Background: an optimization exercise with open tools, aiming at small area. Do not read the settings as production practice. Power figures rest on the tool's default switching activity, not on a simulated workload.

## run 1
Design traffic, start of the top module:
module traffic( rst, clk,
                dip, bt,
                bt_manual,
                led_red, led_yellow, led_green, led_left,
                led_walk_red, led_walk_green,
                LCD_RS, LCD_RW,
                LCD_DATA, LED_out);
input rst;
input clk;
input [1:0] dip;
input bt;
input [7:0] bt_manual;
output reg [3:0] led_red;
output reg [3:0] led_yellow;
output reg [3:0] led_green;
output reg [3:0] led_left;
output reg [3:0] led_walk_red;
output reg [3:0] led_walk_green;
output reg LCD_RS, LCD_RW;
output reg [7:0] LCD_DATA;
output reg [7:0] LED_out;
localparam [9:0] R_FIRST = 10'b0000110011;
reg [9:0] r;
reg ph;
wire r_first = (r == R_FIRST);
wire tick_d = r_first & ~ph;
always @(posedge clk or posedge rst)
    if (rst) begin
        r <= R_FIRST;
        ph <= 1'b1;
    end else begin
        ph <= ph ^ r_first;
        if (r_first)
            case (dip)
                2'b00: r <= 10'b1101001111;
                2'b01: r <= 10'b0101100111;
                2'b10: r <= 10'b1101101011;
                2'b11: r <= 10'b0101100001;
            endcase
        else
            r <= {r[8:0], r[9] ^ r[6]};
    end
reg [3:0] s1, m1, h1;
reg [2:0] s10, m10;
reg [1:0] h10;
reg bt_d, bt_d2, hplus_d;
wire s1_9  = s1[3] & s1[0];
wire m1_9  = m1[3] & m1[0];
wire h1_9  = h1[3] & h1[0];
wire s59   = s1_9 & s10[2] & s10[0];
wire m59   = m1_9 & m10[2] & m10[0];
wire w_m   = tick_d & s59;
wire w_h   = w_m & m59;
wire h_inc = w_h | hplus_d;
always @(posedge clk or posedge rst)
    if (rst) begin
        bt_d <= 1'b0;
        bt_d2 <= 1'b0;
        hplus_d <= 1'b0;
    end else begin
        bt_d <= bt;
        bt_d2 <= bt_d;
        hplus_d <= bt_d & ~bt_d2;
    end
  ...
Size: ~530 cells after synthesis, ~90 flip-flops, roughly 55 I/O pins, ~0.0045 sq mm of cells after synthesis.
Settings: LEC_CHECK=0, CAP_MARGIN=20, CORE_MARGIN=2, CORE_UTILIZATION=40, SLEW_MARGIN=20; clock period 10.0 ns.
standard.sh (not shown) runs the stock make flow with config.mk's settings and CLKGATE_MAP_FILE= SYNTH_SCRIPT=/design/flow/synth_recipe.tcl, a recipe that flattens the netlist after the stock synthesis.
==> flow/flow/run.sh <==
#!/bin/bash
# Own layout flow: the standard flow (standard.sh), with
#  - the standard synthesis, except that ABC maps the logic with an area-oriented
#    script (flow/abc.script) instead of ORFS's speed script;
#  - port buffers of the smallest buffer cell;
#  - clock tree buffers from CTS_BUF_LIST without dummy loads.
# Each tool's output is in orfs/logs/; make's own output in own_flow_make.log.
set -euo pipefail
W=$(pwd)
F=$W/flow
sed -e "s|^  log_cmd abc {\*}\$abc_args|  set abc_args [lreplace \$abc_args 1 1 $F/abc.script]\n  log_cmd abc {*}\$abc_args|" \
    "$FLOW_HOME/scripts/synth.tcl" > "$W/own_synth_body.tcl"
grep -q "$F/abc.script" "$W/own_synth_body.tcl"
sed -e "s|source \$::env(SCRIPTS_DIR)/synth.tcl|source $W/own_synth_body.tcl|" "$W/synth_recipe.tcl" > "$W/own_synth.tcl"
grep -q own_synth_body "$W/own_synth.tcl"
CTS="-sink_clustering_enable -repair_clock_nets -dont_use_dummy_load -buf_list sky130_fd_sc_hd__clkbuf_8"
bash "$W/standard.sh" "SYNTH_SCRIPT=$W/own_synth.tcl" \
    "BUFFER_PORTS_ARGS=-buffer_cell sky130_fd_sc_hd__buf_1" \
    "CTS_ARGS=$CTS" finish > "$W/own_flow_make.log" 2>&1
==> flow/flow/abc.script <==
strash
&get -n
&deepsyn -T 60
&put
dch -f
amap
topo
stime -c
[inputs] run 2 vs run 1
--- a/flow/design.v
+++ b/flow/design.v
@@ -53,55 +53,56 @@
 wire w_h   = w_m & m59;
 wire h_inc = w_h | hplus_d;
 always @(posedge clk or posedge rst)
     if (rst) begin
         bt_d <= 1'b0;
         bt_d2 <= 1'b0;
         hplus_d <= 1'b0;
     end else begin
         bt_d <= bt;
         bt_d2 <= bt_d;
         hplus_d <= bt_d & ~bt_d2;
     end
-wire e_s1  = tick_d;
-wire e_s10 = tick_d & s1_9;
-wire e_m1  = w_m;
-wire e_m10 = w_m & m1_9;
-wire wrap23 = h10[1] & h1[1] & h1[0];
 always @(posedge clk or posedge rst)
     if (rst) begin
         s1 <= 4'd0; s10 <= 3'd0;
+    end else if (tick_d) begin
+        if (s59) begin
+            s1 <= 4'd0; s10 <= 3'd0;
+        end else if (s1_9) begin
+            s1 <= 4'd0; s10 <= s10 + 3'd1;
+        end else
+            s1 <= s1 + 4'd1;
+    end
+always @(posedge clk or posedge rst)
+    if (rst) begin
         m1 <= 4'd0; m10 <= 3'd0;
+    end else if (w_m) begin
+        if (m59) begin
+            m1 <= 4'd0; m10 <= 3'd0;
+        end else if (m1_9) begin
+            m1 <= 4'd0; m10 <= m10 + 3'd1;
+        end else
+            m1 <= m1 + 4'd1;
+    end
+always @(posedge clk or posedge rst)
+    if (rst) begin
         h1 <= 4'd0; h10 <= 2'd0;
-    end else begin
-        s1  <= s1 ^ {e_s1 & s1[0] & (s1[3] | (s1[1] & s1[2])),
-                     e_s1 & s1[0] & s1[1],
-                     e_s1 & s1[0] & ~s1[3],
-                     e_s1};
-        s10 <= s10 ^ {e_s10 & s10[0] & (s10[1] | s10[2]),
-                      e_s10 & s10[0] & ~s10[2],
-                      e_s10};
-        m1  <= m1 ^ {e_m1 & m1[0] & (m1[3] | (m1[1] & m1[2])),
-                     e_m1 & m1[0] & m1[1],
-                     e_m1 & m1[0] & ~m1[3],
-                     e_m1};
-        m10 <= m10 ^ {e_m10 & m10[0] & (m10[1] | m10[2]),
-                      e_m10 & m10[0] & ~m10[2],
-                      e_m10};
-        h1  <= h1 ^ {h_inc & h1[0] & (h1[3] | (h1[1] & h1[2])),
-                     h_inc & h1[0] & h1[1] & ~h10[1],
-                     h_inc & h1[0] & ~h1[3],
-                     h_inc};
-        h10 <= h10 ^ {h_inc & ((h1_9 & h10[0]) | wrap23),
-                      h_inc & h1_9};
+    end else if (h_inc) begin
+        if (h1_9) begin
+            h1 <= 4'd0; h10 <= h10 + 2'd1;
+        end else if (h10[1] & h1[1] & h1[0]) begin    
+            h1 <= 4'd0; h10 <= 2'd0;
+        end else
+            h1 <= h1 + 4'd1;
     end
 wire daynight = ~((h10 == 2'd0 & h1[3]) | (h10 == 2'd1) | (h10[1] & ~(h1[1] & h1[0])));
 reg [7:0] bm_d;
 reg [3:0] trig;
 wire [7:0] bm_e = bt_manual & ~bm_d;
 wire [2:0] bm_idx = {bm_e[7] | bm_e[6] | bm_e[5] | bm_e[4],
                      bm_e[7] | bm_e[6] | bm_e[3] | bm_e[2],
                      bm_e[7] | bm_e[5] | bm_e[3] | bm_e[1]};
 wire bm_lo_any = |bm_e[3:0];
 wire bm_hi_any = |bm_e[7:4];
 wire bm_lo_mul = (bm_e[0] & (bm_e[1] | bm_e[2] | bm_e[3])) |
                  (bm_e[1] & (bm_e[2] | bm_e[3])) | (bm_e[2] & bm_e[3]);
## What came out
- Run 2 went all the way through the flow, and no timing, DRC or antenna check failed.
- On run 2: synthesized cell count is 4.4% higher than what run 1 gave.
- Summary: with run 1 as the reference, number of buffers other than clock buffers in the final layout in run 2 moved down by a few percent.
- Worst stage delay on the critical path in run 2 is 0.16 ns higher than in run 1
- Run 1 → run 2: total power consumption of the routed design went down about 20%; die area went up 2.8%; layout-stage area growth over the synthesis result went down 0.93 points.
No run of this note included a check of the RTL's function; only the layout flow was run.

-- static timing again, ports no longer ideal --
In the flow no input, the clock included, has a driving cell. The finished layouts below were timed again as built, in two steps.
Step 1 assumes that a clkbuf_16 drives the clock port and a buf_2 every other input.
Step 2 moves the port delays by t, midway between the first and last clock arrival at a register: inputs arrive t later, outputs are due t later. That takes back most of the time a late clock gives input paths.
Slacks: no drivers / after step 1 / after step 2; pairs: no drivers / after step 1.
run | t, ns | slack for setup (ns) | worst data-port slew with drivers (ns)
run 1 | 0.371 | 5.068 / 5.038 / 5.409 | 0.04
run 2 | 0.385 | 5.078 / 5.043 / 5.154 | 0.03
After both steps setup and hold are still met in every run listed.
